Background: an optimization exercise with open tools, aiming at small area and a short achievable clock period. Do not read the settings as production practice.
Only simulation tests tie the RTL to the original design; equivalence was not proved.

==> flow/flow/run.sh <==
#!/bin/bash
# The standard layout, with the port buffers made from buf_4 instead of the default cell,
# the resizer's timing repair aiming at 16.45 ns of setup slack, and no dummy loads in the
# clock tree
set -euo pipefail
bash standard.sh finish 'BUFFER_PORTS_ARGS=-buffer_cell sky130_fd_sc_hd__buf_4' SETUP_SLACK_MARGIN=16.45 \
  'CTS_ARGS=-sink_clustering_enable -repair_clock_nets -sink_clustering_size 28 -sink_clustering_max_diameter 55 -dont_use_dummy_load' > standard.log 2>&1
==> flow/standard.sh <==
#!/bin/bash
# synth_recipe.tcl (not shown) runs the flow's synth.tcl, then flattens the netlist and writes it again
# the make line also repeats each setting of config.mk as NAME=value (left out here)
make -C /OpenROAD-flow-scripts/flow DESIGN_CONFIG=/design/flow/config.mk WORK_HOME=/design/flow/orfs CLKGATE_MAP_FILE= SYNTH_SCRIPT=/design/flow/synth_recipe.tcl "${@:-finish}"
==> flow/config.mk <==
export PLATFORM = sky130hd
export DESIGN_NAME = AXIS_linear_regression_v1_0
export DESIGN_NICKNAME = AXIS_linear_regression_v1_0
export VERILOG_FILES = /design/flow/design.v
export SDC_FILE = /design/flow/constraint.sdc
export NUM_CORES = 8
export LEC_CHECK = 0
export CAP_MARGIN = 20
export CORE_MARGIN = 2
export CORE_UTILIZATION = 40
export CTS_CLUSTER_DIAMETER = 55
export CTS_CLUSTER_SIZE = 28
export GPL_TIMING_DRIVEN = 0
export SLEW_MARGIN = 20
export SYNTH_HIERARCHICAL = 1
export SYNTH_MINIMUM_KEEP_SIZE = 0
==> flow/constraint.sdc <==
create_clock -name core_clock -period 22.0 [get_ports {aclk}]
set_input_delay 4.4000 -clock core_clock [delete_from_list [all_inputs] [get_ports {aclk}]]
set_output_delay 4.4000 -clock core_clock [all_outputs]
set_load 0.01 [all_outputs]
==> flow/design.v <==
`timescale 1 ns / 1 ps
module AXIS_linear_regression_v1_0 #
	(
		parameter M = 8,
		parameter N = 3,
		parameter integer C_S00_AXIS_TDATA_WIDTH	= 32,
		parameter integer C_M00_AXIS_TDATA_WIDTH	= 32,
		parameter integer C_M00_AXIS_START_COUNT	= 32
	)
	(
		input wire  aclk,
		input wire  aresetn,
		output wire  s00_axis_tready,
		input wire [C_S00_AXIS_TDATA_WIDTH-1 : 0] s00_axis_tdata,
		input wire  s00_axis_tlast,
		input wire  s00_axis_tvalid,
		output wire  m00_axis_tvalid,
		output wire [C_M00_AXIS_TDATA_WIDTH-1 : 0] m00_axis_tdata,
		output wire  m00_axis_tlast,
		input wire  m00_axis_tready
	);
    reg        tready_r;
    reg  [2:0] vdly, ldly;
    reg        tvalid_r, tlast_r;
    reg  [31:0] tdata_r;
    reg  [1:0] col;         
    reg  [3:0] row;         
    reg        pending;     
    reg  [1:0] w;           
    assign s00_axis_tready = tready_r;
    assign m00_axis_tvalid = tvalid_r;
    assign m00_axis_tlast  = tlast_r;
    assign m00_axis_tdata  = tdata_r;
    wire take = s00_axis_tvalid & tready_r & ~pending;
    wire xrow = ~row[3];
    wire nz = row != 4'd0;              
    wire [15:0] bus16 = s00_axis_tdata[15:0];
    wire [15:0] enc;
    wire [7:0] encn;
    genvar g;
    generate for (g = 0; g < 8; g = g + 1) begin : be
        wire am1 = (g == 0) ? 1'b0 : bus16[2*g-1];
        wire a0 = bus16[2*g], a1 = bus16[2*g+1];
        assign enc[2*g]   = a0 ^ am1;
        assign enc[2*g+1] = (a1 & ~a0 & ~am1) | (~a1 & a0 & am1);
        assign encn[g]    = a1;
    end endgenerate
    reg [15:0] E0, E1, E2;
    reg [7:0] N0, N1, N2;
    wire ld0 = ~xrow | (col == 2'd0);
    wire ld1 = ~xrow | (col == 2'd1);
    wire ld2 = ~xrow | (col == 2'd2);
    wire flip = take & xrow & (col == 2'd3);
    reg [31:0] R0a, R0b, R0c;           
    reg [31:0] R1a, R1b;                
    reg [31:0] A22;
    reg [31:0] B0, B1, B2;              
    wire [31:0] busx = (col == 2'd3) ? s00_axis_tdata : {{16{s00_axis_tdata[15]}}, bus16};
    reg [31:0] Q0, Q1, Q2;
    reg sx0, sx1, sx2, sx3;             
    reg st;                             
    reg cR0, cB0, cR1, cB1, cR2, cB2;
    always @(posedge aclk) begin
        if (ld0) E0 <= enc;
        if (ld1) E1 <= enc;
        if (ld2) E2 <= enc;
        if (ld0 | flip) N0 <= ld0 ? encn : ~N0;
        if (ld1 | flip) N1 <= ld1 ? encn : ~N1;
        if (ld2 | flip) N2 <= ld2 ? encn : ~N2;
        Q0 <= xrow ? busx : R0a;
        Q1 <= xrow ? busx : (col == 2'd0) ? R0b : R1a;
        Q2 <= xrow ? busx : (col == 2'd0) ? R0c : (col == 2'd1) ? R1b : A22;
        if (!aresetn) begin
            tready_r <= 1'b0;
            vdly <= 3'b0; ldly <= 3'b0;
            tvalid_r <= 1'b0; tlast_r <= 1'b0;
            col <= 2'd0; row <= 4'd0;
            pending <= 1'b0; w <= 2'd0;
            {sx0, sx1, sx2, sx3, st} <= 5'b0;
            {cR0, cB0, cR1, cB1, cR2, cB2} <= 6'b0;
        end else begin
            tready_r <= m00_axis_tready;
            vdly <= {vdly[1:0], s00_axis_tvalid};
            ldly <= {ldly[1:0], s00_axis_tlast};
            tvalid_r <= vdly[2];
            tlast_r <= ldly[2];
            sx0 <= take & xrow & (col == 2'd0);
            sx1 <= take & xrow & (col == 2'd1);
            sx2 <= take & xrow & (col == 2'd2);
            sx3 <= take & xrow & (col == 2'd3);
            st  <= take & ~xrow & (col != 2'd3);
            cR0 <= take & xrow & nz & (col != 2'd3);
            cB0 <= take & (xrow ? nz & (col == 2'd3) : (col != 2'd3));
            cR1 <= take & xrow & nz & (col == 2'd1 || col == 2'd2);
            cB1 <= take & (xrow ? nz & (col == 2'd3) : 1'b1);
            cR2 <= take & xrow & nz & (col == 2'd2);
            cB2 <= take & (xrow ? nz & col[0] : 1'b1);
            if (take) begin
                col <= col + 2'd1;
                if (col == 2'd3) row <= row + 4'd1;
                if (~xrow && col == 2'd3) pending <= 1'b1;
            end
            if (pending & m00_axis_tready) begin
                w <= (w == 2'd2) ? 2'd0 : w + 2'd1;
                if (w == 2'd2) begin
                    pending <= 1'b0;
                    row <= 4'd0;
                    col <= 2'd0;
                end
            end
        end
    end
    wire tload = pending & m00_axis_tready;
    wire [31:0] gw = (w == 2'd0) ? B0 : (w == 2'd1) ? B1 : B2;
    always @(posedge aclk)
        tdata_r <= ({32{tload & aresetn}} & gw) | ({32{~tload & aresetn}} & tdata_r);
    wire [31:0] c0 = ({32{cR0}} & R0a) | ({32{cB0}} & B0);
    wire [31:0] r0;
    mac u0 (E0, N0, Q0, c0, r0);
    wire [31:0] c1 = ({32{cR1}} & R1a) | ({32{cB1}} & B1);
    wire [31:0] r1;
    mac u1 (E1, N1, Q1, c1, r1);
    wire [31:0] c2 = ({32{cR2}} & A22) | ({32{cB2}} & B2);
    wire [31:0] r2;
    mac u2 (E2, N2, Q2, c2, r2);
    wire wa0 = sx0 | sx1 | sx2 | (take & ~xrow & (col != 2'd3));
    wire wa1 = sx1 | sx2 | (take & ~xrow & (col == 2'd1));
    always @(posedge aclk) begin
        if (wa0) begin
            R0a <= R0b;
            R0b <= R0c;
            R0c <= r0;
        end
        if (wa1) begin
            R1a <= R1b;
            R1b <= r1;
        end
        if (sx2) A22 <= r2;
        if (sx3 | st) begin B0 <= r0; B1 <= r1; B2 <= r2; end
    end
endmodule
module mac(input [15:0] e, input [7:0] n, input [31:0] b, input [31:0] c, output [31:0] r);
wire one0 = e[0];
wire two0 = e[1];
wire neg0 = n[0];
wire one1 = e[2];
wire two1 = e[3];
wire neg1 = n[1];
wire one2 = e[4];
wire two2 = e[5];
wire neg2 = n[2];
wire one3 = e[6];
wire two3 = e[7];
wire neg3 = n[3];
wire one4 = e[8];
wire two4 = e[9];
wire neg4 = n[4];
wire one5 = e[10];
wire two5 = e[11];
wire neg5 = n[5];
wire one6 = e[12];
wire two6 = e[13];
wire neg6 = n[6];
wire one7 = e[14];
wire two7 = e[15];
wire neg7 = n[7];
wire p0_0, p0_1; bpp2z u_p0_0(one0, two0, neg0, b[0], b[1], p0_0, p0_1);
wire p0_2, p0_3; bpp2 u_p0_2(one0, two0, neg0, b[1], b[2], b[3], p0_2, p0_3);
wire p0_4, p0_5; bpp2 u_p0_4(one0, two0, neg0, b[3], b[4], b[5], p0_4, p0_5);
wire p0_6, p0_7; bpp2 u_p0_6(one0, two0, neg0, b[5], b[6], b[7], p0_6, p0_7);
wire p0_8, p0_9; bpp2 u_p0_8(one0, two0, neg0, b[7], b[8], b[9], p0_8, p0_9);
wire p0_10, p0_11; bpp2 u_p0_10(one0, two0, neg0, b[9], b[10], b[11], p0_10, p0_11);
wire p0_12, p0_13; bpp2 u_p0_12(one0, two0, neg0, b[11], b[12], b[13], p0_12, p0_13);
wire p0_14, p0_15; bpp2 u_p0_14(one0, two0, neg0, b[13], b[14], b[15], p0_14, p0_15);
wire p0_16, p0_17; bpp2 u_p0_16(one0, two0, neg0, b[15], b[16], b[17], p0_16, p0_17);
wire p0_18, p0_19; bpp2 u_p0_18(one0, two0, neg0, b[17], b[18], b[19], p0_18, p0_19);
wire p0_20, p0_21; bpp2 u_p0_20(one0, two0, neg0, b[19], b[20], b[21], p0_20, p0_21);
wire p0_22, p0_23; bpp2 u_p0_22(one0, two0, neg0, b[21], b[22], b[23], p0_22, p0_23);
wire p0_24, p0_25; bpp2 u_p0_24(one0, two0, neg0, b[23], b[24], b[25], p0_24, p0_25);
wire p0_26, p0_27; bpp2 u_p0_26(one0, two0, neg0, b[25], b[26], b[27], p0_26, p0_27);
wire p0_28, p0_29; bpp2 u_p0_28(one0, two0, neg0, b[27], b[28], b[29], p0_28, p0_29);
wire p0_30, p0_31; bpp2 u_p0_30(one0, two0, neg0, b[29], b[30], b[31], p0_30, p0_31);
wire p1_0, p1_1; bpp2z u_p1_0(one1, two1, neg1, b[0], b[1], p1_0, p1_1);
wire p1_2, p1_3; bpp2 u_p1_2(one1, two1, neg1, b[1], b[2], b[3], p1_2, p1_3);
wire p1_4, p1_5; bpp2 u_p1_4(one1, two1, neg1, b[3], b[4], b[5], p1_4, p1_5);
wire p1_6, p1_7; bpp2 u_p1_6(one1, two1, neg1, b[5], b[6], b[7], p1_6, p1_7);
wire p1_8, p1_9; bpp2 u_p1_8(one1, two1, neg1, b[7], b[8], b[9], p1_8, p1_9);
wire p1_10, p1_11; bpp2 u_p1_10(one1, two1, neg1, b[9], b[10], b[11], p1_10, p1_11);
wire p1_12, p1_13; bpp2 u_p1_12(one1, two1, neg1, b[11], b[12], b[13], p1_12, p1_13);
wire p1_14, p1_15; bpp2 u_p1_14(one1, two1, neg1, b[13], b[14], b[15], p1_14, p1_15);
wire p1_16, p1_17; bpp2 u_p1_16(one1, two1, neg1, b[15], b[16], b[17], p1_16, p1_17);
wire p1_18, p1_19; bpp2 u_p1_18(one1, two1, neg1, b[17], b[18], b[19], p1_18, p1_19);
wire p1_20, p1_21; bpp2 u_p1_20(one1, two1, neg1, b[19], b[20], b[21], p1_20, p1_21);
wire p1_22, p1_23; bpp2 u_p1_22(one1, two1, neg1, b[21], b[22], b[23], p1_22, p1_23);
wire p1_24, p1_25; bpp2 u_p1_24(one1, two1, neg1, b[23], b[24], b[25], p1_24, p1_25);
wire p1_26, p1_27; bpp2 u_p1_26(one1, two1, neg1, b[25], b[26], b[27], p1_26, p1_27);
wire p1_28, p1_29; bpp2 u_p1_28(one1, two1, neg1, b[27], b[28], b[29], p1_28, p1_29);
wire p2_0, p2_1; bpp2z u_p2_0(one2, two2, neg2, b[0], b[1], p2_0, p2_1);
wire p2_2, p2_3; bpp2 u_p2_2(one2, two2, neg2, b[1], b[2], b[3], p2_2, p2_3);
wire p2_4, p2_5; bpp2 u_p2_4(one2, two2, neg2, b[3], b[4], b[5], p2_4, p2_5);
wire p2_6, p2_7; bpp2 u_p2_6(one2, two2, neg2, b[5], b[6], b[7], p2_6, p2_7);
wire p2_8, p2_9; bpp2 u_p2_8(one2, two2, neg2, b[7], b[8], b[9], p2_8, p2_9);
wire p2_10, p2_11; bpp2 u_p2_10(one2, two2, neg2, b[9], b[10], b[11], p2_10, p2_11);
wire p2_12, p2_13; bpp2 u_p2_12(one2, two2, neg2, b[11], b[12], b[13], p2_12, p2_13);
wire p2_14, p2_15; bpp2 u_p2_14(one2, two2, neg2, b[13], b[14], b[15], p2_14, p2_15);
wire p2_16, p2_17; bpp2 u_p2_16(one2, two2, neg2, b[15], b[16], b[17], p2_16, p2_17);
wire p2_18, p2_19; bpp2 u_p2_18(one2, two2, neg2, b[17], b[18], b[19], p2_18, p2_19);
wire p2_20, p2_21; bpp2 u_p2_20(one2, two2, neg2, b[19], b[20], b[21], p2_20, p2_21);
wire p2_22, p2_23; bpp2 u_p2_22(one2, two2, neg2, b[21], b[22], b[23], p2_22, p2_23);
wire p2_24, p2_25; bpp2 u_p2_24(one2, two2, neg2, b[23], b[24], b[25], p2_24, p2_25);
wire p2_26, p2_27; bpp2 u_p2_26(one2, two2, neg2, b[25], b[26], b[27], p2_26, p2_27);
wire p3_0, p3_1; bpp2z u_p3_0(one3, two3, neg3, b[0], b[1], p3_0, p3_1);
wire p3_2, p3_3; bpp2 u_p3_2(one3, two3, neg3, b[1], b[2], b[3], p3_2, p3_3);
wire p3_4, p3_5; bpp2 u_p3_4(one3, two3, neg3, b[3], b[4], b[5], p3_4, p3_5);
wire p3_6, p3_7; bpp2 u_p3_6(one3, two3, neg3, b[5], b[6], b[7], p3_6, p3_7);
wire p3_8, p3_9; bpp2 u_p3_8(one3, two3, neg3, b[7], b[8], b[9], p3_8, p3_9);
wire p3_10, p3_11; bpp2 u_p3_10(one3, two3, neg3, b[9], b[10], b[11], p3_10, p3_11);
wire p3_12, p3_13; bpp2 u_p3_12(one3, two3, neg3, b[11], b[12], b[13], p3_12, p3_13);
wire p3_14, p3_15; bpp2 u_p3_14(one3, two3, neg3, b[13], b[14], b[15], p3_14, p3_15);
wire p3_16, p3_17; bpp2 u_p3_16(one3, two3, neg3, b[15], b[16], b[17], p3_16, p3_17);
wire p3_18, p3_19; bpp2 u_p3_18(one3, two3, neg3, b[17], b[18], b[19], p3_18, p3_19);
wire p3_20, p3_21; bpp2 u_p3_20(one3, two3, neg3, b[19], b[20], b[21], p3_20, p3_21);
wire p3_22, p3_23; bpp2 u_p3_22(one3, two3, neg3, b[21], b[22], b[23], p3_22, p3_23);
wire p3_24, p3_25; bpp2 u_p3_24(one3, two3, neg3, b[23], b[24], b[25], p3_24, p3_25);
wire p4_0, p4_1; bpp2z u_p4_0(one4, two4, neg4, b[0], b[1], p4_0, p4_1);
wire p4_2, p4_3; bpp2 u_p4_2(one4, two4, neg4, b[1], b[2], b[3], p4_2, p4_3);
wire p4_4, p4_5; bpp2 u_p4_4(one4, two4, neg4, b[3], b[4], b[5], p4_4, p4_5);
wire p4_6, p4_7; bpp2 u_p4_6(one4, two4, neg4, b[5], b[6], b[7], p4_6, p4_7);
wire p4_8, p4_9; bpp2 u_p4_8(one4, two4, neg4, b[7], b[8], b[9], p4_8, p4_9);
wire p4_10, p4_11; bpp2 u_p4_10(one4, two4, neg4, b[9], b[10], b[11], p4_10, p4_11);
wire p4_12, p4_13; bpp2 u_p4_12(one4, two4, neg4, b[11], b[12], b[13], p4_12, p4_13);
wire p4_14, p4_15; bpp2 u_p4_14(one4, two4, neg4, b[13], b[14], b[15], p4_14, p4_15);
wire p4_16, p4_17; bpp2 u_p4_16(one4, two4, neg4, b[15], b[16], b[17], p4_16, p4_17);
wire p4_18, p4_19; bpp2 u_p4_18(one4, two4, neg4, b[17], b[18], b[19], p4_18, p4_19);
wire p4_20, p4_21; bpp2 u_p4_20(one4, two4, neg4, b[19], b[20], b[21], p4_20, p4_21);
wire p4_22, p4_23; bpp2 u_p4_22(one4, two4, neg4, b[21], b[22], b[23], p4_22, p4_23);
wire p5_0, p5_1; bpp2z u_p5_0(one5, two5, neg5, b[0], b[1], p5_0, p5_1);
wire p5_2, p5_3; bpp2 u_p5_2(one5, two5, neg5, b[1], b[2], b[3], p5_2, p5_3);
wire p5_4, p5_5; bpp2 u_p5_4(one5, two5, neg5, b[3], b[4], b[5], p5_4, p5_5);
wire p5_6, p5_7; bpp2 u_p5_6(one5, two5, neg5, b[5], b[6], b[7], p5_6, p5_7);
wire p5_8, p5_9; bpp2 u_p5_8(one5, two5, neg5, b[7], b[8], b[9], p5_8, p5_9);
wire p5_10, p5_11; bpp2 u_p5_10(one5, two5, neg5, b[9], b[10], b[11], p5_10, p5_11);
wire p5_12, p5_13; bpp2 u_p5_12(one5, two5, neg5, b[11], b[12], b[13], p5_12, p5_13);
wire p5_14, p5_15; bpp2 u_p5_14(one5, two5, neg5, b[13], b[14], b[15], p5_14, p5_15);
wire p5_16, p5_17; bpp2 u_p5_16(one5, two5, neg5, b[15], b[16], b[17], p5_16, p5_17);
wire p5_18, p5_19; bpp2 u_p5_18(one5, two5, neg5, b[17], b[18], b[19], p5_18, p5_19);
wire p5_20, p5_21; bpp2 u_p5_20(one5, two5, neg5, b[19], b[20], b[21], p5_20, p5_21);
wire p6_0, p6_1; bpp2z u_p6_0(one6, two6, neg6, b[0], b[1], p6_0, p6_1);
wire p6_2, p6_3; bpp2 u_p6_2(one6, two6, neg6, b[1], b[2], b[3], p6_2, p6_3);
wire p6_4, p6_5; bpp2 u_p6_4(one6, two6, neg6, b[3], b[4], b[5], p6_4, p6_5);
wire p6_6, p6_7; bpp2 u_p6_6(one6, two6, neg6, b[5], b[6], b[7], p6_6, p6_7);
wire p6_8, p6_9; bpp2 u_p6_8(one6, two6, neg6, b[7], b[8], b[9], p6_8, p6_9);
wire p6_10, p6_11; bpp2 u_p6_10(one6, two6, neg6, b[9], b[10], b[11], p6_10, p6_11);
wire p6_12, p6_13; bpp2 u_p6_12(one6, two6, neg6, b[11], b[12], b[13], p6_12, p6_13);
wire p6_14, p6_15; bpp2 u_p6_14(one6, two6, neg6, b[13], b[14], b[15], p6_14, p6_15);
wire p6_16, p6_17; bpp2 u_p6_16(one6, two6, neg6, b[15], b[16], b[17], p6_16, p6_17);
wire p6_18, p6_19; bpp2 u_p6_18(one6, two6, neg6, b[17], b[18], b[19], p6_18, p6_19);
wire p7_0, p7_1; bpp2z u_p7_0(one7, two7, neg7, b[0], b[1], p7_0, p7_1);
wire p7_2, p7_3; bpp2 u_p7_2(one7, two7, neg7, b[1], b[2], b[3], p7_2, p7_3);
wire p7_4, p7_5; bpp2 u_p7_4(one7, two7, neg7, b[3], b[4], b[5], p7_4, p7_5);
wire p7_6, p7_7; bpp2 u_p7_6(one7, two7, neg7, b[5], b[6], b[7], p7_6, p7_7);
wire p7_8, p7_9; bpp2 u_p7_8(one7, two7, neg7, b[7], b[8], b[9], p7_8, p7_9);
wire p7_10, p7_11; bpp2 u_p7_10(one7, two7, neg7, b[9], b[10], b[11], p7_10, p7_11);
wire p7_12, p7_13; bpp2 u_p7_12(one7, two7, neg7, b[11], b[12], b[13], p7_12, p7_13);
wire p7_14, p7_15; bpp2 u_p7_14(one7, two7, neg7, b[13], b[14], b[15], p7_14, p7_15);
wire p7_16, p7_17; bpp2 u_p7_16(one7, two7, neg7, b[15], b[16], b[17], p7_16, p7_17);
wire n1;
wire n2;
ha un2 (p0_14, p1_12, n1, n2);
wire n3;
wire n4;
ha un4 (p0_15, p1_13, n3, n4);
wire n5;
wire n6;
ha un6 (p0_16, p1_14, n5, n6);
wire n7;
wire n8;
ha un8 (p0_17, p1_15, n7, n8);
wire n9;
wire n10;
ha un10 (p0_18, p1_16, n9, n10);
wire n11;
wire n12;
ha un12 (p0_19, p1_17, n11, n12);
wire n13;
wire n14;
ha un14 (p0_20, p1_18, n13, n14);
wire n15;
wire n16;
ha un16 (p0_21, p1_19, n15, n16);
wire n17;
wire n18;
ha un18 (p0_22, p1_20, n17, n18);
wire n19;
wire n20;
ha un20 (p0_23, p1_21, n19, n20);
wire n21;
wire n22;
ha un22 (p0_24, p1_22, n21, n22);
wire n23;
wire n24;
ha un24 (p0_25, p1_23, n23, n24);
wire n25;
wire n26;
ha un26 (p0_26, p1_24, n25, n26);
wire n27;
wire n28;
ha un28 (p0_27, p1_25, n27, n28);
wire n29;
wire n30;
ha un30 (p0_28, p1_26, n29, n30);
wire n31;
wire n32;
ha un32 (p0_29, p1_27, n31, n32);
wire n33;
wire n34;
ha un34 (p0_30, p1_28, n33, n34);
wire n35;
wire n36;
ha un36 (p0_31, p1_29, n35, n36);
wire n37;
wire n38;
ha un38 (p0_8, p1_6, n37, n38);
wire n39;
wire n40;
ha un40 (p0_9, p1_7, n39, n40);
wire n41;
wire n42;
fa un42 (p0_10, p1_8, p2_6, n41, n42);
wire n43;
wire n44;
ha un44 (p3_4, p4_2, n43, n44);
wire n45;
wire n46;
fa un46 (p0_11, p1_9, p2_7, n45, n46);
wire n47;
wire n48;
ha un48 (p3_5, p4_3, n47, n48);
wire n49;
wire n50;
fa un50 (p0_12, p1_10, p2_8, n49, n50);
wire n51;
wire n52;
fa un52 (p3_6, p4_4, p5_2, n51, n52);
wire n53;
wire n54;
ha un54 (p6_0, neg6, n53, n54);
wire n55;
wire n56;
fa un56 (p0_13, p1_11, p2_9, n55, n56);
wire n57;
wire n58;
fa un58 (p3_7, p4_5, p5_3, n57, n58);
wire n59;
wire n60;
ha un60 (p6_1, c[13], n59, n60);
wire n61;
wire n62;
fa un62 (n1, p2_10, p3_8, n61, n62);
wire n63;
wire n64;
fa un64 (p4_6, p5_4, p6_2, n63, n64);
wire n65;
wire n66;
fa un66 (p7_0, neg7, c[14], n65, n66);
wire n67;
wire n68;
fa un68 (n2, n3, p2_11, n67, n68);
wire n69;
wire n70;
fa un70 (p3_9, p4_7, p5_5, n69, n70);
wire n71;
wire n72;
fa un72 (p6_3, p7_1, c[15], n71, n72);
wire n73;
wire n74;
fa un74 (n4, n5, p2_12, n73, n74);
wire n75;
wire n76;
fa un76 (p3_10, p4_8, p5_6, n75, n76);
wire n77;
wire n78;
fa un78 (p6_4, p7_2, c[16], n77, n78);
wire n79;
wire n80;
fa un80 (n6, n7, p2_13, n79, n80);
wire n81;
wire n82;
fa un82 (p3_11, p4_9, p5_7, n81, n82);
wire n83;
wire n84;
fa un84 (p6_5, p7_3, c[17], n83, n84);
wire n85;
wire n86;
fa un86 (n8, n9, p2_14, n85, n86);
wire n87;
wire n88;
fa un88 (p3_12, p4_10, p5_8, n87, n88);
wire n89;
wire n90;
fa un90 (p6_6, p7_4, c[18], n89, n90);
wire n91;
wire n92;
fa un92 (n10, n11, p2_15, n91, n92);
wire n93;
wire n94;
fa un94 (p3_13, p4_11, p5_9, n93, n94);
wire n95;
wire n96;
fa un96 (p6_7, p7_5, c[19], n95, n96);
wire n97;
wire n98;
fa un98 (n12, n13, p2_16, n97, n98);
wire n99;
wire n100;
fa un100 (p3_14, p4_12, p5_10, n99, n100);
wire n101;
wire n102;
fa un102 (p6_8, p7_6, c[20], n101, n102);
wire n103;
wire n104;
fa un104 (n14, n15, p2_17, n103, n104);
wire n105;
wire n106;
fa un106 (p3_15, p4_13, p5_11, n105, n106);
wire n107;
wire n108;
fa un108 (p6_9, p7_7, c[21], n107, n108);
wire n109;
wire n110;
fa un110 (n16, n17, p2_18, n109, n110);
wire n111;
wire n112;
fa un112 (p3_16, p4_14, p5_12, n111, n112);
wire n113;
wire n114;
fa un114 (p6_10, p7_8, c[22], n113, n114);
wire n115;
wire n116;
fa un116 (n18, n19, p2_19, n115, n116);
wire n117;
wire n118;
fa un118 (p3_17, p4_15, p5_13, n117, n118);
wire n119;
wire n120;
fa un120 (p6_11, p7_9, c[23], n119, n120);
wire n121;
wire n122;
fa un122 (n20, n21, p2_20, n121, n122);
wire n123;
wire n124;
fa un124 (p3_18, p4_16, p5_14, n123, n124);
wire n125;
wire n126;
fa un126 (p6_12, p7_10, c[24], n125, n126);
wire n127;
wire n128;
fa un128 (n22, n23, p2_21, n127, n128);
wire n129;
wire n130;
fa un130 (p3_19, p4_17, p5_15, n129, n130);
wire n131;
wire n132;
fa un132 (p6_13, p7_11, c[25], n131, n132);
wire n133;
wire n134;
fa un134 (n24, n25, p2_22, n133, n134);
wire n135;
wire n136;
fa un136 (p3_20, p4_18, p5_16, n135, n136);
wire n137;
wire n138;
fa un138 (p6_14, p7_12, c[26], n137, n138);
wire n139;
wire n140;
fa un140 (n26, n27, p2_23, n139, n140);
wire n141;
wire n142;
fa un142 (p3_21, p4_19, p5_17, n141, n142);
wire n143;
wire n144;
fa un144 (p6_15, p7_13, c[27], n143, n144);
wire n145;
wire n146;
fa un146 (n28, n29, p2_24, n145, n146);
wire n147;
wire n148;
fa un148 (p3_22, p4_20, p5_18, n147, n148);
wire n149;
wire n150;
fa un150 (p6_16, p7_14, c[28], n149, n150);
wire n151;
wire n152;
fa un152 (n30, n31, p2_25, n151, n152);
wire n153;
wire n154;
fa un154 (p3_23, p4_21, p5_19, n153, n154);
wire n155;
wire n156;
fa un156 (p6_17, p7_15, c[29], n155, n156);
wire n157;
wire n158;
fa un158 (n32, n33, p2_26, n157, n158);
wire n159;
wire n160;
fa un160 (p3_24, p4_22, p5_20, n159, n160);
wire n161;
wire n162;
fa un162 (p6_18, p7_16, c[30], n161, n162);
wire n163;
wire n164;
fa un164 (n34, n35, p2_27, n163, n164);
wire n165;
wire n166;
fa un166 (p3_25, p4_23, p5_21, n165, n166);
wire n167;
wire n168;
fa un168 (p6_19, p7_17, c[31], n167, n168);
wire n169;
wire n170;
ha un170 (p0_4, p1_2, n169, n170);
wire n171;
wire n172;
ha un172 (p0_5, p1_3, n171, n172);
wire n173;
wire n174;
fa un174 (p0_6, p1_4, p2_2, n173, n174);
wire n175;
wire n176;
ha un176 (p3_0, neg3, n175, n176);
wire n177;
wire n178;
fa un178 (p0_7, p1_5, p2_3, n177, n178);
wire n179;
wire n180;
ha un180 (p3_1, c[7], n179, n180);
wire n181;
wire n182;
fa un182 (n37, p2_4, p3_2, n181, n182);
wire n183;
wire n184;
fa un184 (p4_0, neg4, c[8], n183, n184);
wire n185;
wire n186;
fa un186 (n38, n39, p2_5, n185, n186);
wire n187;
wire n188;
fa un188 (p3_3, p4_1, c[9], n187, n188);
wire n189;
wire n190;
fa un190 (n40, n41, n43, n189, n190);
wire n191;
wire n192;
fa un192 (p5_0, neg5, c[10], n191, n192);
wire n193;
wire n194;
fa un194 (n42, n44, n45, n193, n194);
wire n195;
wire n196;
fa un196 (n47, p5_1, c[11], n195, n196);
wire n197;
wire n198;
fa un198 (n46, n48, n49, n197, n198);
wire n199;
wire n200;
fa un200 (n51, n53, c[12], n199, n200);
wire n201;
wire n202;
fa un202 (n50, n52, n54, n201, n202);
wire n203;
wire n204;
fa un204 (n55, n57, n59, n203, n204);
wire n205;
wire n206;
fa un206 (n56, n58, n60, n205, n206);
wire n207;
wire n208;
fa un208 (n61, n63, n65, n207, n208);
wire n209;
wire n210;
fa un210 (n62, n64, n66, n209, n210);
wire n211;
wire n212;
fa un212 (n67, n69, n71, n211, n212);
wire n213;
wire n214;
fa un214 (n68, n70, n72, n213, n214);
wire n215;
wire n216;
fa un216 (n73, n75, n77, n215, n216);
wire n217;
wire n218;
fa un218 (n74, n76, n78, n217, n218);
wire n219;
wire n220;
fa un220 (n79, n81, n83, n219, n220);
wire n221;
wire n222;
fa un222 (n80, n82, n84, n221, n222);
wire n223;
wire n224;
fa un224 (n85, n87, n89, n223, n224);
wire n225;
wire n226;
fa un226 (n86, n88, n90, n225, n226);
wire n227;
wire n228;
fa un228 (n91, n93, n95, n227, n228);
wire n229;
wire n230;
fa un230 (n92, n94, n96, n229, n230);
wire n231;
wire n232;
fa un232 (n97, n99, n101, n231, n232);
wire n233;
wire n234;
fa un234 (n98, n100, n102, n233, n234);
wire n235;
wire n236;
fa un236 (n103, n105, n107, n235, n236);
wire n237;
wire n238;
fa un238 (n104, n106, n108, n237, n238);
wire n239;
wire n240;
fa un240 (n109, n111, n113, n239, n240);
wire n241;
wire n242;
fa un242 (n110, n112, n114, n241, n242);
wire n243;
wire n244;
fa un244 (n115, n117, n119, n243, n244);
wire n245;
wire n246;
fa un246 (n116, n118, n120, n245, n246);
wire n247;
wire n248;
fa un248 (n121, n123, n125, n247, n248);
wire n249;
wire n250;
fa un250 (n122, n124, n126, n249, n250);
wire n251;
wire n252;
fa un252 (n127, n129, n131, n251, n252);
wire n253;
wire n254;
fa un254 (n128, n130, n132, n253, n254);
wire n255;
wire n256;
fa un256 (n133, n135, n137, n255, n256);
wire n257;
wire n258;
fa un258 (n134, n136, n138, n257, n258);
wire n259;
wire n260;
fa un260 (n139, n141, n143, n259, n260);
wire n261;
wire n262;
fa un262 (n140, n142, n144, n261, n262);
wire n263;
wire n264;
fa un264 (n145, n147, n149, n263, n264);
wire n265;
wire n266;
fa un266 (n146, n148, n150, n265, n266);
wire n267;
wire n268;
fa un268 (n151, n153, n155, n267, n268);
wire n269;
wire n270;
fa un270 (n152, n154, n156, n269, n270);
wire n271;
wire n272;
fa un272 (n157, n159, n161, n271, n272);
wire n273;
wire n274;
fa un274 (n158, n160, n162, n273, n274);
wire n275;
wire n276;
fa un276 (n163, n165, n167, n275, n276);
wire n277;
wire n278;
ha un278 (p0_2, p1_0, n277, n278);
wire n279;
wire n280;
ha un280 (p0_3, p1_1, n279, n280);
wire n281;
wire n282;
fa un282 (n169, p2_0, neg2, n281, n282);
wire n283;
wire n284;
fa un284 (n170, n171, p2_1, n283, n284);
wire n285;
wire n286;
fa un286 (n172, n173, n175, n285, n286);
wire n287;
wire n288;
fa un288 (n174, n176, n177, n287, n288);
wire n289;
wire n290;
fa un290 (n178, n180, n181, n289, n290);
wire n291;
wire n292;
fa un292 (n182, n184, n185, n291, n292);
wire n293;
wire n294;
fa un294 (n186, n188, n189, n293, n294);
wire n295;
wire n296;
fa un296 (n190, n192, n193, n295, n296);
wire n297;
wire n298;
fa un298 (n194, n196, n197, n297, n298);
wire n299;
wire n300;
fa un300 (n198, n200, n201, n299, n300);
wire n301;
wire n302;
fa un302 (n202, n204, n205, n301, n302);
wire n303;
wire n304;
fa un304 (n206, n208, n209, n303, n304);
wire n305;
wire n306;
fa un306 (n210, n212, n213, n305, n306);
wire n307;
wire n308;
fa un308 (n214, n216, n217, n307, n308);
wire n309;
wire n310;
fa un310 (n218, n220, n221, n309, n310);
wire n311;
wire n312;
fa un312 (n222, n224, n225, n311, n312);
wire n313;
wire n314;
fa un314 (n226, n228, n229, n313, n314);
wire n315;
wire n316;
fa un316 (n230, n232, n233, n315, n316);
wire n317;
wire n318;
fa un318 (n234, n236, n237, n317, n318);
wire n319;
wire n320;
fa un320 (n238, n240, n241, n319, n320);
wire n321;
wire n322;
fa un322 (n242, n244, n245, n321, n322);
wire n323;
wire n324;
fa un324 (n246, n248, n249, n323, n324);
wire n325;
wire n326;
fa un326 (n250, n252, n253, n325, n326);
wire n327;
wire n328;
fa un328 (n254, n256, n257, n327, n328);
wire n329;
wire n330;
fa un330 (n258, n260, n261, n329, n330);
wire n331;
wire n332;
fa un332 (n262, n264, n265, n331, n332);
wire n333;
wire n334;
fa un334 (n266, n268, n269, n333, n334);
wire n335;
wire n336;
fa un336 (n270, n272, n273, n335, n336);
wire n337;
wire n338;
ha un338 (p0_0, neg0, n337, n338);
wire n339;
wire n340;
ha un340 (p0_1, c[1], n339, n340);
wire n341;
wire n342;
fa un342 (n277, neg1, c[2], n341, n342);
wire n343;
wire n344;
fa un344 (n278, n279, c[3], n343, n344);
wire n345;
wire n346;
fa un346 (n280, n281, c[4], n345, n346);
wire n347;
wire n348;
fa un348 (n282, n283, c[5], n347, n348);
wire n349;
wire n350;
fa un350 (n284, n285, c[6], n349, n350);
wire n351;
wire n352;
fa un352 (n286, n287, n179, n351, n352);
wire n353;
wire n354;
fa un354 (n288, n289, n183, n353, n354);
wire n355;
wire n356;
fa un356 (n290, n291, n187, n355, n356);
wire n357;
wire n358;
fa un358 (n292, n293, n191, n357, n358);
wire n359;
wire n360;
fa un360 (n294, n295, n195, n359, n360);
wire n361;
wire n362;
fa un362 (n296, n297, n199, n361, n362);
wire n363;
wire n364;
fa un364 (n298, n299, n203, n363, n364);
wire n365;
wire n366;
fa un366 (n300, n301, n207, n365, n366);
wire n367;
wire n368;
fa un368 (n302, n303, n211, n367, n368);
wire n369;
wire n370;
fa un370 (n304, n305, n215, n369, n370);
wire n371;
wire n372;
fa un372 (n306, n307, n219, n371, n372);
wire n373;
wire n374;
fa un374 (n308, n309, n223, n373, n374);
wire n375;
wire n376;
fa un376 (n310, n311, n227, n375, n376);
wire n377;
wire n378;
fa un378 (n312, n313, n231, n377, n378);
wire n379;
wire n380;
fa un380 (n314, n315, n235, n379, n380);
wire n381;
wire n382;
fa un382 (n316, n317, n239, n381, n382);
wire n383;
wire n384;
fa un384 (n318, n319, n243, n383, n384);
wire n385;
wire n386;
fa un386 (n320, n321, n247, n385, n386);
wire n387;
wire n388;
fa un388 (n322, n323, n251, n387, n388);
wire n389;
wire n390;
fa un390 (n324, n325, n255, n389, n390);
wire n391;
wire n392;
fa un392 (n326, n327, n259, n391, n392);
wire n393;
wire n394;
fa un394 (n328, n329, n263, n393, n394);
wire n395;
wire n396;
fa un396 (n330, n331, n267, n395, n396);
wire n397;
wire n398;
fa un398 (n332, n333, n271, n397, n398);
wire n399;
wire n400;
fa un400 (n334, n335, n275, n399, n400);
wire [31:0] s0 = {n398, n396, n394, n392, n390, n388, n386, n384, n382, n380, n378, n376, n374, n372, n370, n368, n366, n364, n362, n360, n358, n356, n354, n352, n350, n348, n346, n344, n342, n340, n338, n337};
wire [31:0] s1 = {n399, n397, n395, n393, n391, n389, n387, n385, n383, n381, n379, n377, n375, n373, n371, n369, n367, n365, n363, n361, n359, n357, n355, n353, n351, n349, n347, n345, n343, n341, n339, c[0]};
add32 u_cpa(s0, s1, r);
endmodule
module fa(input a, input b, input c, output s, output co);
assign s = a ^ b ^ c;
assign co = (a & b) | (a & c) | (b & c);
endmodule
module ha(input a, input b, output s, output co);
assign s = a ^ b;
assign co = a & b;
endmodule
module bpp2(input one, input two, input neg, input bm1, input b0, input b1, output p0, output p1);
assign p0 = ((one & b0) | (two & bm1)) ^ neg;
assign p1 = ((one & b1) | (two & b0)) ^ neg;
endmodule
module bpp2z(input one, input two, input neg, input b0, input b1, output p0, output p1);
assign p0 = (one & b0) ^ neg;
assign p1 = ((one & b1) | (two & b0)) ^ neg;
endmodule
module add32(input [31:0] a, input [31:0] b, output [31:0] s);
wire q1;
wire q2;
pgc u_pg0(a[0], b[0], q1, q2);
wire q3;
wire q4;
pgc u_pg1(a[1], b[1], q3, q4);
wire q5;
wire q6;
pgc u_pg2(a[2], b[2], q5, q6);
wire q7;
wire q8;
pgc u_pg3(a[3], b[3], q7, q8);
wire q9;
wire q10;
pgc u_pg4(a[4], b[4], q9, q10);
wire q11;
wire q12;
pgc u_pg5(a[5], b[5], q11, q12);
wire q13;
wire q14;
pgc u_pg6(a[6], b[6], q13, q14);
wire q15;
wire q16;
pgc u_pg7(a[7], b[7], q15, q16);
wire q17;
wire q18;
pgc u_pg8(a[8], b[8], q17, q18);
wire q19;
wire q20;
pgc u_pg9(a[9], b[9], q19, q20);
wire q21;
wire q22;
pgc u_pg10(a[10], b[10], q21, q22);
wire q23;
wire q24;
pgc u_pg11(a[11], b[11], q23, q24);
wire q25;
wire q26;
pgc u_pg12(a[12], b[12], q25, q26);
wire q27;
wire q28;
pgc u_pg13(a[13], b[13], q27, q28);
wire q29;
wire q30;
pgc u_pg14(a[14], b[14], q29, q30);
wire q31;
wire q32;
pgc u_pg15(a[15], b[15], q31, q32);
wire q33;
wire q34;
pgc u_pg16(a[16], b[16], q33, q34);
wire q35;
wire q36;
pgc u_pg17(a[17], b[17], q35, q36);
wire q37;
wire q38;
pgc u_pg18(a[18], b[18], q37, q38);
wire q39;
wire q40;
pgc u_pg19(a[19], b[19], q39, q40);
wire q41;
wire q42;
pgc u_pg20(a[20], b[20], q41, q42);
wire q43;
wire q44;
pgc u_pg21(a[21], b[21], q43, q44);
wire q45;
wire q46;
pgc u_pg22(a[22], b[22], q45, q46);
wire q47;
wire q48;
pgc u_pg23(a[23], b[23], q47, q48);
wire q49;
wire q50;
pgc u_pg24(a[24], b[24], q49, q50);
wire q51;
wire q52;
pgc u_pg25(a[25], b[25], q51, q52);
wire q53;
wire q54;
pgc u_pg26(a[26], b[26], q53, q54);
wire q55;
wire q56;
pgc u_pg27(a[27], b[27], q55, q56);
wire q57;
wire q58;
pgc u_pg28(a[28], b[28], q57, q58);
wire q59;
wire q60;
pgc u_pg29(a[29], b[29], q59, q60);
wire q61;
wire q62;
pgc u_pg30(a[30], b[30], q61, q62);
wire q63;
wire q64;
pgc u_pg31(a[31], b[31], q63, q64);
wire q65;
gray u_g65(q3, q4, q1, q65);
wire q66;
wire q67;
dot u_d67(q7, q8, q5, q6, q66, q67);
wire q68;
wire q69;
dot u_d69(q11, q12, q9, q10, q68, q69);
wire q70;
wire q71;
dot u_d71(q15, q16, q13, q14, q70, q71);
wire q72;
wire q73;
dot u_d73(q19, q20, q17, q18, q72, q73);
wire q74;
wire q75;
dot u_d75(q23, q24, q21, q22, q74, q75);
wire q76;
wire q77;
dot u_d77(q27, q28, q25, q26, q76, q77);
wire q78;
wire q79;
dot u_d79(q31, q32, q29, q30, q78, q79);
wire q80;
wire q81;
dot u_d81(q35, q36, q33, q34, q80, q81);
wire q82;
wire q83;
dot u_d83(q39, q40, q37, q38, q82, q83);
wire q84;
wire q85;
dot u_d85(q43, q44, q41, q42, q84, q85);
wire q86;
wire q87;
dot u_d87(q47, q48, q45, q46, q86, q87);
wire q88;
wire q89;
dot u_d89(q51, q52, q49, q50, q88, q89);
wire q90;
wire q91;
dot u_d91(q55, q56, q53, q54, q90, q91);
wire q92;
wire q93;
dot u_d93(q59, q60, q57, q58, q92, q93);
wire q94;
wire q95;
dot u_d95(q63, q64, q61, q62, q94, q95);
wire q96;
gray u_g96(q66, q67, q65, q96);
wire q97;
wire q98;
dot u_d98(q68, q69, q66, q67, q97, q98);
wire q99;
wire q100;
dot u_d100(q70, q71, q68, q69, q99, q100);
wire q101;
wire q102;
dot u_d102(q72, q73, q70, q71, q101, q102);
wire q103;
wire q104;
dot u_d104(q74, q75, q72, q73, q103, q104);
wire q105;
wire q106;
dot u_d106(q76, q77, q74, q75, q105, q106);
wire q107;
wire q108;
dot u_d108(q78, q79, q76, q77, q107, q108);
wire q109;
wire q110;
dot u_d110(q80, q81, q78, q79, q109, q110);
wire q111;
wire q112;
dot u_d112(q82, q83, q80, q81, q111, q112);
wire q113;
wire q114;
dot u_d114(q84, q85, q82, q83, q113, q114);
wire q115;
wire q116;
dot u_d116(q86, q87, q84, q85, q115, q116);
wire q117;
wire q118;
dot u_d118(q88, q89, q86, q87, q117, q118);
wire q119;
wire q120;
dot u_d120(q90, q91, q88, q89, q119, q120);
wire q121;
wire q122;
dot u_d122(q92, q93, q90, q91, q121, q122);
wire q123;
wire q124;
dot u_d124(q94, q95, q92, q93, q123, q124);
wire q125;
gray u_g125(q97, q98, q65, q125);
wire q126;
gray u_g126(q99, q100, q96, q126);
wire q127;
wire q128;
dot u_d128(q101, q102, q97, q98, q127, q128);
wire q129;
wire q130;
dot u_d130(q103, q104, q99, q100, q129, q130);
wire q131;
wire q132;
dot u_d132(q105, q106, q101, q102, q131, q132);
wire q133;
wire q134;
dot u_d134(q107, q108, q103, q104, q133, q134);
wire q135;
wire q136;
dot u_d136(q109, q110, q105, q106, q135, q136);
wire q137;
wire q138;
dot u_d138(q111, q112, q107, q108, q137, q138);
wire q139;
wire q140;
dot u_d140(q113, q114, q109, q110, q139, q140);
wire q141;
wire q142;
dot u_d142(q115, q116, q111, q112, q141, q142);
wire q143;
wire q144;
dot u_d144(q117, q118, q113, q114, q143, q144);
wire q145;
wire q146;
dot u_d146(q119, q120, q115, q116, q145, q146);
wire q147;
wire q148;
dot u_d148(q121, q122, q117, q118, q147, q148);
wire q149;
wire q150;
dot u_d150(q123, q124, q119, q120, q149, q150);
wire q151;
gray u_g151(q127, q128, q65, q151);
wire q152;
gray u_g152(q129, q130, q96, q152);
wire q153;
gray u_g153(q131, q132, q125, q153);
wire q154;
gray u_g154(q133, q134, q126, q154);
wire q155;
wire q156;
dot u_d156(q135, q136, q127, q128, q155, q156);
wire q157;
wire q158;
dot u_d158(q137, q138, q129, q130, q157, q158);
wire q159;
wire q160;
dot u_d160(q139, q140, q131, q132, q159, q160);
wire q161;
wire q162;
dot u_d162(q141, q142, q133, q134, q161, q162);
wire q163;
wire q164;
dot u_d164(q143, q144, q135, q136, q163, q164);
wire q165;
wire q166;
dot u_d166(q145, q146, q137, q138, q165, q166);
wire q167;
wire q168;
dot u_d168(q147, q148, q139, q140, q167, q168);
wire q169;
wire q170;
dot u_d170(q149, q150, q141, q142, q169, q170);
wire q171;
gray u_g171(q155, q156, q65, q171);
wire q172;
gray u_g172(q157, q158, q96, q172);
wire q173;
gray u_g173(q159, q160, q125, q173);
wire q174;
gray u_g174(q161, q162, q126, q174);
wire q175;
gray u_g175(q163, q164, q151, q175);
wire q176;
gray u_g176(q165, q166, q152, q176);
wire q177;
gray u_g177(q167, q168, q153, q177);
wire q178;
gray u_g178(q169, q170, q154, q178);
wire q179;
gray u_g179(q5, q6, q65, q179);
wire q180;
gray u_g180(q9, q10, q96, q180);
wire q181;
gray u_g181(q13, q14, q125, q181);
wire q182;
gray u_g182(q17, q18, q126, q182);
wire q183;
gray u_g183(q21, q22, q151, q183);
wire q184;
gray u_g184(q25, q26, q152, q184);
wire q185;
gray u_g185(q29, q30, q153, q185);
wire q186;
gray u_g186(q33, q34, q154, q186);
wire q187;
gray u_g187(q37, q38, q171, q187);
wire q188;
gray u_g188(q41, q42, q172, q188);
wire q189;
gray u_g189(q45, q46, q173, q189);
wire q190;
gray u_g190(q49, q50, q174, q190);
wire q191;
gray u_g191(q53, q54, q175, q191);
wire q192;
gray u_g192(q57, q58, q176, q192);
wire q193;
gray u_g193(q61, q62, q177, q193);
assign s[0] = q2;
xr u_x1(q4, q1, s[1]);
xr u_x2(q6, q65, s[2]);
xr u_x3(q8, q179, s[3]);
xr u_x4(q10, q96, s[4]);
xr u_x5(q12, q180, s[5]);
xr u_x6(q14, q125, s[6]);
xr u_x7(q16, q181, s[7]);
xr u_x8(q18, q126, s[8]);
xr u_x9(q20, q182, s[9]);
xr u_x10(q22, q151, s[10]);
xr u_x11(q24, q183, s[11]);
xr u_x12(q26, q152, s[12]);
xr u_x13(q28, q184, s[13]);
xr u_x14(q30, q153, s[14]);
xr u_x15(q32, q185, s[15]);
xr u_x16(q34, q154, s[16]);
xr u_x17(q36, q186, s[17]);
xr u_x18(q38, q171, s[18]);
xr u_x19(q40, q187, s[19]);
xr u_x20(q42, q172, s[20]);
xr u_x21(q44, q188, s[21]);
xr u_x22(q46, q173, s[22]);
xr u_x23(q48, q189, s[23]);
xr u_x24(q50, q174, s[24]);
xr u_x25(q52, q190, s[25]);
xr u_x26(q54, q175, s[26]);
xr u_x27(q56, q191, s[27]);
xr u_x28(q58, q176, s[28]);
xr u_x29(q60, q192, s[29]);
xr u_x30(q62, q177, s[30]);
xr u_x31(q64, q193, s[31]);
endmodule
module pgc(input a, input b, output g, output p);
assign g = a & b;
assign p = a ^ b;
endmodule
module dot(input g1, input p1, input g0, input p0, output g, output p);
assign g = g1 | (p1 & g0);
assign p = p1 & p0;
endmodule
module gray(input g1, input p1, input g0, output g);
assign g = g1 | (p1 & g0);
endmodule
module xr(input a, input b, output y);
assign y = a ^ b;
endmodule
==> results of run 1 <==
[sequential cells by signal, indices dropped and copies added (netlist names), 16 cells and up]
| name | count |
|---|---|
| A22 | 32 |
| B0 | 32 |
| B1 | 32 |
| B2 | 32 |
| E0 | 16 |
| E1 | 16 |
| E2 | 16 |
| Q0 | 32 |
| Q1 | 32 |
| Q2 | 32 |
| R0a | 32 |
| R0b | 32 |
| R0c | 32 |
| R1a | 32 |
| R1b | 32 |
| tdata_r | 32 |
[per-stage QoR]
| stage | worst slack, ns | hold slack, ns | cell area, um^2 | utilization (%) |
|---|---|---|---|---|
| global placement | 14.48 | 0.413 | 47000 | 42.5 |
| finish | 16.44 | 0.431 | 50500 | 45.7 |
| CTS | 16.45 | 0.434 | 49900 | 45.2 |
| detailed placement | 15.63 | 0.421 | 48300 | 43.7 |
| floorplan | 15.43 | 0.412 | 44600 | - |
| global route | 16.43 | 0.442 | 50500 | 45.7 |
[kinds of logic (layout without fill, tap and decap cells)]
logic type	Yosys count	after routing
compound gates	1133	1134
fa+ha+maj	702	702
xor+xnor	702	702
flops	517	517
simple gates	313	313
buf+inv	112	360
mux	97	97
other cells	0	4
[modules after synthesis (local to each module, per instance), a selection]
| module | copies in the design | cell area, um^2 |
|---|---|---|
| dot | 135 | 13.8 |
| xr | 93 | 8.76 |
| ha | 96 | 12.5 |
| add32 | 3 | 7.51 |
| gray | 90 | 7.51 |
| bpp2z | 24 | 33.8 |
| AXIS_linear_regression_v1_0 | 1 | 18900 |
[final cells by class]
type                       count  area [um^2]  share of cell area, %
clock buffer                  41         1030                   2.03
tap                         1488         1860                   3.69
sequential                   517        14100                   27.9
inverter                      22         82.6                  0.164
antenna                        4         10.0                 0.0198
multi-input combinational   2948        30400                   60.2
timing repair buffer         207         2540                   5.04
buffer                        90          483                  0.957
[layout by cell type (no fill, tap or decap), types with 16 or more instances in the layout]
cell type | synthesis | layout
a21o_1 | 225 | 223
a21oi_1 | 50 | 50
a221oi_1 | 32 | 32
a22o_1 | 96 | 96
a22oi_1 | 552 | 547
a22oi_2 | 24 | 29
and2_1 | 147 | 147
buf_2 | 30 | 29
buf_4 | 14 | 107
buf_6 | 3 | 27
buf_8 | 0 | 68
clkbuf_1 | 40 | 37
clkbuf_16 | 0 | 41
dfxtp_1 | 157 | 101
dfxtp_2 | 0 | 40
dfxtp_4 | 0 | 16
edfxtp_1 | 360 | 360
fa_1 | 504 | 495
ha_1 | 198 | 191
inv_1 | 22 | 22
mux2_2 | 32 | 32
mux2i_1 | 65 | 65
nand2_1 | 85 | 85
nor2_1 | 47 | 47
o21ai_0 | 57 | 50
o21ai_1 | 25 | 29
o2bb2ai_1 | 31 | 31
xnor2_1 | 602 | 601
xor2_1 | 100 | 84
[what timing repair did]
| action | 4_1_cts | 5_1_grt |
|---|---|---|
| gates resized for setup | 73 | 61 |
| gates cloned | 0 | 1 |
| endpoints found under the setup margin | 98 | 87 |
| pin swaps | 0 | 10 |
| setup buffers | 35 | 20 |
[metal layers]
layer | vias to the layer above | wire length (um) | track usage, %
met5 | - | 25 | 0
met3 | 231 | 17700 | 6.12
met1 | 17102 | 67200 | 40.7
li1 | 13754 | - | -
met2 | 1882 | 70200 | 41.6
met4 | 4 | 6150 | 9.14
[worst min-delay path by stage]
stage	slack (ns)	cells past startpoint	to
floorplan	0.41	1	ldly[1]
global placement	0.41	1	ldly[1]
detailed placement	0.42	1	tlast_r
CTS	0.43	0	R1a[9]
global route	0.44	0	R1a[9]
finish	0.43	1	tlast_r
==> flow_metrics.tcl, run 1 <==
set metrics [dict create \
    worstSetupEndpoint "E0[5]" \
    drive_above_1_share_pct 12.9 \
    wl_per_cell_um 30.3 \
    worst_slew_pin_slew_ns 1.11 \
    max_slew_margin_pct 25.8 \
    setup-tns-final_ns 0 \
    max_stage_delay_ns 0.68 \
    critical_path_required_ns 22.14 \
    syn2layout_area_growth_pct 13.2 \
    grt_pass1_vias 32750 \
    fin_crit_ns 5.56 \
    via_count 32973 \
    synth_most_common_cell "xnor2_1" \
    clk_pin_slew_worst_paths_ns 0.06 \
    path_class "input port to register" \
    yosysTopAreaCellShare_pct 24.3 \
    dp_cells 5213 \
    routed_via_density 6.20 \
    synth_top_cell_by_area "edfxtp_1" \
    gr-total-overflow 0 \
    syn-cell-area_mm2 0.0446 \
    nNetsFinal 4566 \
    path_buf_inv 2 \
    numPortBuffers 68 \
    crit_path_max_fanout 10 \
    synth_fa_ha_area_share_pct 28.2 \
    regToRegSetupSlack_ns 16.54 \
    cts-root-buf "clkbuf_16" \
    path_delay_family "buffers and inverters" \
    instances_no_fill 5317 \
    synth_nets 4315 \
    die_h_um 338 \
    yosysWarnings 7 \
    grt_pass1_wl_um 234000 \
    path_cells "buf_4, clkbuf_1, o21ai_1" \
    synth_flop_cell "edfxtp_1" \
    firstDrtPassIters 6 \
    post-route-period-util_pct 25.3 \
    synthTopCellsByArea "edfxtp_1, fa_1, xnor2_1" \
    rows 122 \
    worstPathArrival_ns 5.70 \
    antenna_found_initial 4 \
    drc 0 \
    grt_usage_pct 28.1 \
    worstHoldStart "ldly[2]" \
    cp-start-kind "input port" \
    wirelength_um 161000 \
    yosysUniqueCellTypes 53 \
    htreeDepth 2 \
    dp_hpwl_um 123000 \
    cts_num_sinks 517 \
    finalClockSkew_ns 0.0929 \
    synth_compound_area_share_pct 19.5 \
    drv_slew 0 \
    syn_inst 3576 \
    cp-end-kind "register" \
    max_freq_mhz 180 \
    rsz0062_at_grt "true" \
    yosys.area_share.simple_pct 3.72 \
    timing.final.hold_violations 0 \
    core_area_mm2 0.111 \
    crit_cells 3 \
    worst_r2r_endpoint "R1b[23]" \
    synth_edf_count 360 \
    r2r_cells 17 \
    netlist_top_cells_count "xnor2_1, a22oi_1, fa_1" \
    dieWidth_um 338 \
    initial_utilization_pct 40.3 \
    drt_iter0_drc 4150 \
    hold_class "register to register" \
    synth_seq_area_share_pct 31.3 \
    synth_xor_area_share_pct 13.8 \
    r2r-start "N1[1]" \
    postCtsHoldBufs 0 \
    max-cap-violations 0 \
    tritoncts "built" \
    crit_path_start "s00_axis_tdata[5]" \
    status "no timing/DRC/antenna violations" \
    avgSynthCellArea_um2 12.5 \
    synth_top_family_by_area "adder cells" \
    async_reset_ff_share_pct 0 \
    fill_cells 10157 \
    cp_slowest_cell "clkbuf_1" \
    numCtsBuffers 41 \
    cts_buffer_depth 3 \
    synthMuxAreaShare_pct 2.27 \
    finalSetupViolations 0 \
    ys_seq_elements 517 \
    drtAntennaViolNets 0 \
    clk_latency_ns 0.63 \
    io_pins 72 \
    grt_max_degree 44 \
    place_congestion 0.967 \
    dieArea_mm2 0.114 \
]
==> run 2: changes to the inputs <==
--- a/flow/config.mk
+++ b/flow/config.mk
@@ -10,7 +10,7 @@
 export CORE_UTILIZATION = 40
 export CTS_CLUSTER_DIAMETER = 55
 export CTS_CLUSTER_SIZE = 28
-export GPL_TIMING_DRIVEN = 0
+export GPL_ROUTABILITY_DRIVEN = 0
 export SLEW_MARGIN = 20
 export SYNTH_HIERARCHICAL = 1
 export SYNTH_MINIMUM_KEEP_SIZE = 0
==> flow_metrics.tcl, run 2 <==
set metrics [dict create \
    path_buf_inv 1 \
    dieWidth_um 338 \
    status "no timing/DRC/antenna violations" \
    initial_utilization_pct 40.3 \
    numCtsBuffers 42 \
    drtAntennaViolNets 0 \
    nNetsFinal 4444 \
    netlist_top_cells_count "xnor2_1, a22oi_1, fa_1" \
    fin_ws_ns 16.45 \
    synth_most_common_cell "xnor2_1" \
    path_class "register to primary output" \
    syn-cell-area_mm2 0.0446 \
    synth_flop_cell "edfxtp_1" \
    dieArea_mm2 0.114 \
    yosysWarnings 7 \
    worst_slew_pin_slew_ns 1.12 \
    cp-start-kind "register" \
    synthTopCellsByArea "edfxtp_1, fa_1, xnor2_1" \
    cp_slowest_cell "dfxtp_4" \
    setup-tns-final_ns 0 \
    antenna_found_initial 2 \
    numPortBuffers 71 \
    grt_pass1_vias 32145 \
    cp-end-kind "primary output" \
    path_cells "buf_6" \
    max_freq_mhz 180 \
    clk_latency_ns 0.62 \
    timing.final.hold_violations 0 \
    syn_inst 3576 \
    routed_via_density 6.24 \
    crit_path_max_fanout 2 \
    rsz0062_at_grt "true" \
    critical_path_required_ns 17.60 \
    core_area_mm2 0.111 \
    finalSetupViolations 0 \
    holdWs_ns 0.428 \
    final_cell_mix "xnor2_1, a22oi_1, fa_1" \
    grt_usage_pct 27.1 \
    synth_edf_count 360 \
    finalClockSkew_ns 0.104 \
    drt_iter0_drc 4137 \
    wirelength_um 157000 \
    clk_pin_slew_worst_paths_ns 0.09 \
    max-cap-violations 0 \
    path_delay_family "flip-flops" \
    cts_num_sinks 517 \
    cts-root-buf "clkbuf_16" \
    tritoncts "built" \
    io_pins 72 \
    syn2layout_area_growth_pct 9.46 \
    post-route-period-util_pct 25.2 \
    max_stage_delay_ns 0.42 \
    htreeDepth 2 \
    grt_pass1_wl_um 227000 \
    ys_seq_elements 517 \
    yosysUniqueCellTypes 53 \
    yosysTopAreaCellShare_pct 24.3 \
    max_slew_margin_pct 25.5 \
    async_reset_ff_share_pct 0 \
    final_common_cell "xnor2_1" \
    cts_buffer_depth 3 \
    fin_crit_ns 5.55 \
    rows 122 \
    via_count 32406 \
    regArea_mm2 0.0141 \
    hold_class "register to register" \
    worstPathArrival_ns 1.15 \
    synth_top_cell_by_area "edfxtp_1" \
    synth_seq_area_share_pct 31.3 \
    multi_input_area_mm2 0.0302 \
    fill_cells 10305 \
    synth_nets 4315 \
    avgSynthCellArea_um2 12.5 \
    drv_slew 0 \
    wl_per_cell_um 30.2 \
    firstDrtPassIters 5 \
    die_h_um 338 \
    dp_slack_ns 15.19 \
    drive_above_1_share_pct 10.2 \
    drc 0 \
    dp_hpwl_um 113000 \
    gr-total-overflow 0 \
    grt_max_degree 66 \
]
run 2: logic make-up (layout without fill, tap and decap cells):
logic type | Yosys count | after routing | share of synthesized area (%)
AO/OA/AOI/OAI | 1133 | 1134 | 19.5
other | 0 | 1 | 0
AND/OR/NAND/NOR | 313 | 313 | 3.72
XOR/XNOR | 702 | 702 | 13.8
flip-flops | 517 | 517 | 31.3
buffers and inverters | 112 | 238 | 1.24
adder cells (fa/ha/maj) | 702 | 702 | 28.2
multiplexers | 97 | 97 | 2.27
run 2: metal layers:
| metal | wire length (um) | GRT usage, % | part of all wire [%] |
|---|---|---|---|
| met1 | 67500 | 39.7 | 43 |
| met2 | 67600 | 39.6 | 43 |
| met3 | 16000 | 5.81 | 10 |
| met4 | 5840 | 8.96 | 3.7 |
| met5 | 12 | 0 | 0.0076 |
run 2: path summary, 6_finish.rpt:
check | cells past startpoint | startpoint | end | slack [ns]
worst max-delay path | 1 | tdata_r[31] | m00_axis_tdata[31] | 16.45
worst max register to register | 13 | Q2[10] | B2[28] | 16.54
worst min-delay path | 1 | ldly[0] | ldly[1] | 0.43
worst min register to register | 1 | ldly[0] | ldly[1] | 0.43
run 2: layout make-up:
class                   instances  area share (%)
repair buffers                174            3.15
well taps                    1488            3.82
multi-input cells            2948            61.8
flip-flops and latches        517            28.9
inverters                      22           0.169
diodes                          1         0.00513
clock buffers                  42            2.15
run 2: stage by stage:
stage	area, um^2	instances	utilization, %
after CTS	48400	5174	43.8
final	48800	5192	44.1
after global placement	47200	5128	42.7
after floorplan	44600	3576	-
after global routing	48800	5191	44.1
after detailed placement	47200	5128	42.7
run 2: repair_timing:
action	in CTS	in global routing
pin swaps	1	0
hold buffers	0	0
setup endpoints to repair	145	82
gates resized for setup	75	39
setup buffers	3	16
cloned	1	0
run 2: Yosys stat by module (local to each module, per instance), excerpt:
module,cell area (um^2),flip-flops and latches
ha,12.5,0
bpp2,32.5,0
dot,13.8,0
gray,7.51,0
add32,7.51,0
pgc,12.5,0
bpp2z,33.8,0
fa,20.0,0
xr,8.76,0
AXIS_linear_regression_v1_0,18900,517
==> run 3: changes to the inputs <==
==> flow/flow/run.sh (replaced) <==
#!/bin/bash
# The standard layout, with the port buffers made from buf_4 instead of the default cell,
# the resizer's timing repair aiming at 16.45 ns of setup slack, and no dummy loads in the
# clock tree
set -euo pipefail
bash standard.sh finish 'BUFFER_PORTS_ARGS=-buffer_cell sky130_fd_sc_hd__buf_4' SETUP_SLACK_MARGIN=16.45 RECOVER_POWER=50 \
  'CTS_ARGS=-sink_clustering_enable -repair_clock_nets -sink_clustering_size 28 -sink_clustering_max_diameter 55 -dont_use_dummy_load' > standard.log 2>&1
--- a/flow/config.mk
+++ b/flow/config.mk
@@ -10,7 +10,6 @@
 export CORE_UTILIZATION = 40
 export CTS_CLUSTER_DIAMETER = 55
 export CTS_CLUSTER_SIZE = 28
-export GPL_ROUTABILITY_DRIVEN = 0
 export SLEW_MARGIN = 20
 export SYNTH_HIERARCHICAL = 1
 export SYNTH_MINIMUM_KEEP_SIZE = 0
==> flow_metrics.tcl, run 3 <==
set metrics [dict create \
    grt_pass1_vias 32145 \
    postCtsHoldBufs 0 \
    die_h_um 338 \
    gr-total-overflow 0 \
    drive_above_1_share_pct 9.29 \
    wl_per_cell_um 30.2 \
    tritoncts "built" \
    syn-cell-area_mm2 0.0446 \
    path_common_cell "clkbuf_1" \
    hold_class "register to register" \
    path_cells "clkbuf_1, clkbuf_1, or2_1, clkbuf_1, nand2b_1" \
    syn2layout_area_growth_pct 9.15 \
    synthTopCellsByArea "edfxtp_1, fa_1, xnor2_1" \
    grt_pass1_wl_um 227000 \
    violatedChecks "max-capacitance violations, max-slew violations" \
    regArea_mm2 0.0141 \
    cts_num_sinks 517 \
    antenna_cells 0 \
    antenna_found_initial 2 \
    timing.final.hold_violations 0 \
    worstHoldStart "ldly[0]" \
    grt_max_degree 66 \
    yosysUniqueCellTypes 53 \
    cp_slowest_cell "clkbuf_1" \
    max_stage_delay_ns 2.78 \
    routed_via_density 6.25 \
    cts-root-buf "clkbuf_16" \
    ys_seq_elements 517 \
    rows 122 \
    fill_cells 10333 \
    firstDrtPassIters 6 \
    fin_ws_ns 13.56 \
    syn_inst 3576 \
    netlist_top_cells_count "xnor2_1, a22oi_1, fa_1" \
    finalClockSkew_ns 0.104 \
    numPortBuffers 71 \
    path_delay_family "buffers and inverters" \
    synth_top_cell_by_area "edfxtp_1" \
    drt_iter0_drc 4164 \
    crit_path_max_fanout 62 \
    htreeDepth 2 \
    max-cap-violations 12 \
    numCtsBuffers 42 \
    final_cell_mix "xnor2_1, a22oi_1, fa_1" \
    r2r-start "row[3]" \
    yosysWarnings 7 \
    final_common_cell "xnor2_1" \
    setup-tns-final_ns 0 \
    initial_utilization_pct 40.3 \
    async_reset_ff_share_pct 0 \
    synth_most_common_cell "xnor2_1" \
    synth_nets 4315 \
    multi_input_area_mm2 0.0301 \
    cp-end-kind "register" \
    yosysTopAreaCellShare_pct 24.3 \
    dp_slack_ns 15.19 \
    drc 0 \
    grt_usage_pct 27.1 \
    crit_path_start "row[3]" \
    clk_latency_ns 0.62 \
    status "finished with violations" \
    dp_hpwl_um 113000 \
    finish.utilization_pct 44.0 \
    synth_flop_cell "edfxtp_1" \
    place_congestion 0.954 \
    io_pins 72 \
    cp-start-kind "register" \
    path_buf_inv 3 \
    nNetsFinal 4444 \
    rsz0062_at_grt "true" \
    core_area_mm2 0.111 \
    via_count 32426 \
    clk_pin_slew_worst_paths_ns 0.09 \
    finalSetupViolations 0 \
    path_class "register to register" \
    avgSynthCellArea_um2 12.5 \
    dieWidth_um 338 \
    synth_edf_count 360 \
    post-route-period-util_pct 38.3 \
    drv_slew 534 \
    max_slew_margin_pct -216 \
    fin_crit_ns 8.44 \
    critical_path_required_ns 22.19 \
    worstPathArrival_ns 8.63 \
    synth_seq_area_share_pct 31.3 \
    cts_buffer_depth 3 \
    drtAntennaViolNets 0 \
    wirelength_um 157000 \
    max_freq_mhz 119 \
    worst_slew_pin_slew_ns 4.75 \
    dieArea_mm2 0.114 \
]
run 3: cell counts after synthesis:
Identical to the previous run, type by type.
run 3: cell type report:
| cell class | count | share of cell area, % |
|---|---|---|
| multi-input combinational | 2948 | 62.0 |
| sequential | 517 | 28.9 |
| tap | 1488 | 3.83 |
| timing repair buffer | 174 | 2.95 |
| clock buffer | 42 | 2.16 |
| inverter | 22 | 0.170 |
run 3: metal layers:
metal,vias to the layer above,share of wire (%),global-route usage (%)
li1,13514,-,-
met1,16893,43,39.7
met2,1812,43,39.6
met3,205,10,5.81
met4,2,3.7,8.96
met5,-,0.0076,0
run 3: kinds of logic (layout without fill, tap and decap cells):
logic type	Yosys count	count (layout)	synth area share (%)
compound gates	1133	1134	19.5
fa+ha+maj	702	702	28.2
xor+xnor	702	702	13.8
flops	517	517	31.3
simple gates	313	313	3.72
buf+inv	112	238	1.24
mux	97	97	2.27
run 3: Yosys stat by module (local to each module, per instance), excerpt:
module  copies in the design  cells inside
fa                       504             1
dot                      135             2
xr                        93             1
ha                        96             1
bpp2                     276             4
pgc                       96             1
run 3: worst reg2reg max path, stage by stage (launching register included):
cell and delay [ns]:
dfxtp_1 0.46, clkbuf_1 2.78, clkbuf_1 2.48, or2_1 0.28, clkbuf_1 1.32, nand2b_1 0.73
run 3: worst paths after layout:
path	endpoint	slack, ns	cells after the start
worst max-delay path	N2[7]	13.56	5
worst min register to register	ldly[1]	0.44	1
worst max register to register	N2[7]	13.56	5
worst min-delay path	ldly[1]	0.44	1
run 3: timing repair:
action / 4_1_cts / 5_1_grt
resized for setup: 75 / 39
gates cloned: 1 / 0
endpoints found under the setup margin: 145 / 82
pin swaps: 1 / 0
setup buffers: 3 / 16
run 3: metrics by stage:
step	area [um^2]	instances	hold WS (ns)
after floorplan	44600	3576	0.412
after global placement	47200	5128	0.415
after detailed placement	47200	5128	0.421
after CTS	48400	5174	0.421
after global routing	48600	5191	0.448
final	48600	5191	0.436

-- static timing again, ports no longer ideal --
The flow's constraints put no driver on any port. The routed layouts listed below were extracted and timed again, unchanged, in two steps.
Step 1 assumes that a clkbuf_16 drives the clock port and a buf_2 every other input.
Step 2 times the ports against the registers' clock, not the clock port: input delays grow and output delays shrink by t, the midpoint of the rising clock arrivals with the driver on.
Slacks: ideal / step 1 / step 2; pairs: ideal / step 1.
run	t (ns)	slack for setup (ns)	worst setup path at the end	worst data-port slew with drivers (ns)
run 1	0.643	16.437 / 16.386 / 15.826	input to register	0.05
run 2	0.634	16.454 / 16.388 / 15.921	input to register	0.07
run 3	0.635	13.563 / 13.563 / 13.563	register to register	0.07
The setup slack of run 1, which loses most, moves by -0.051 ns with the drivers and by -0.611 ns with both steps.
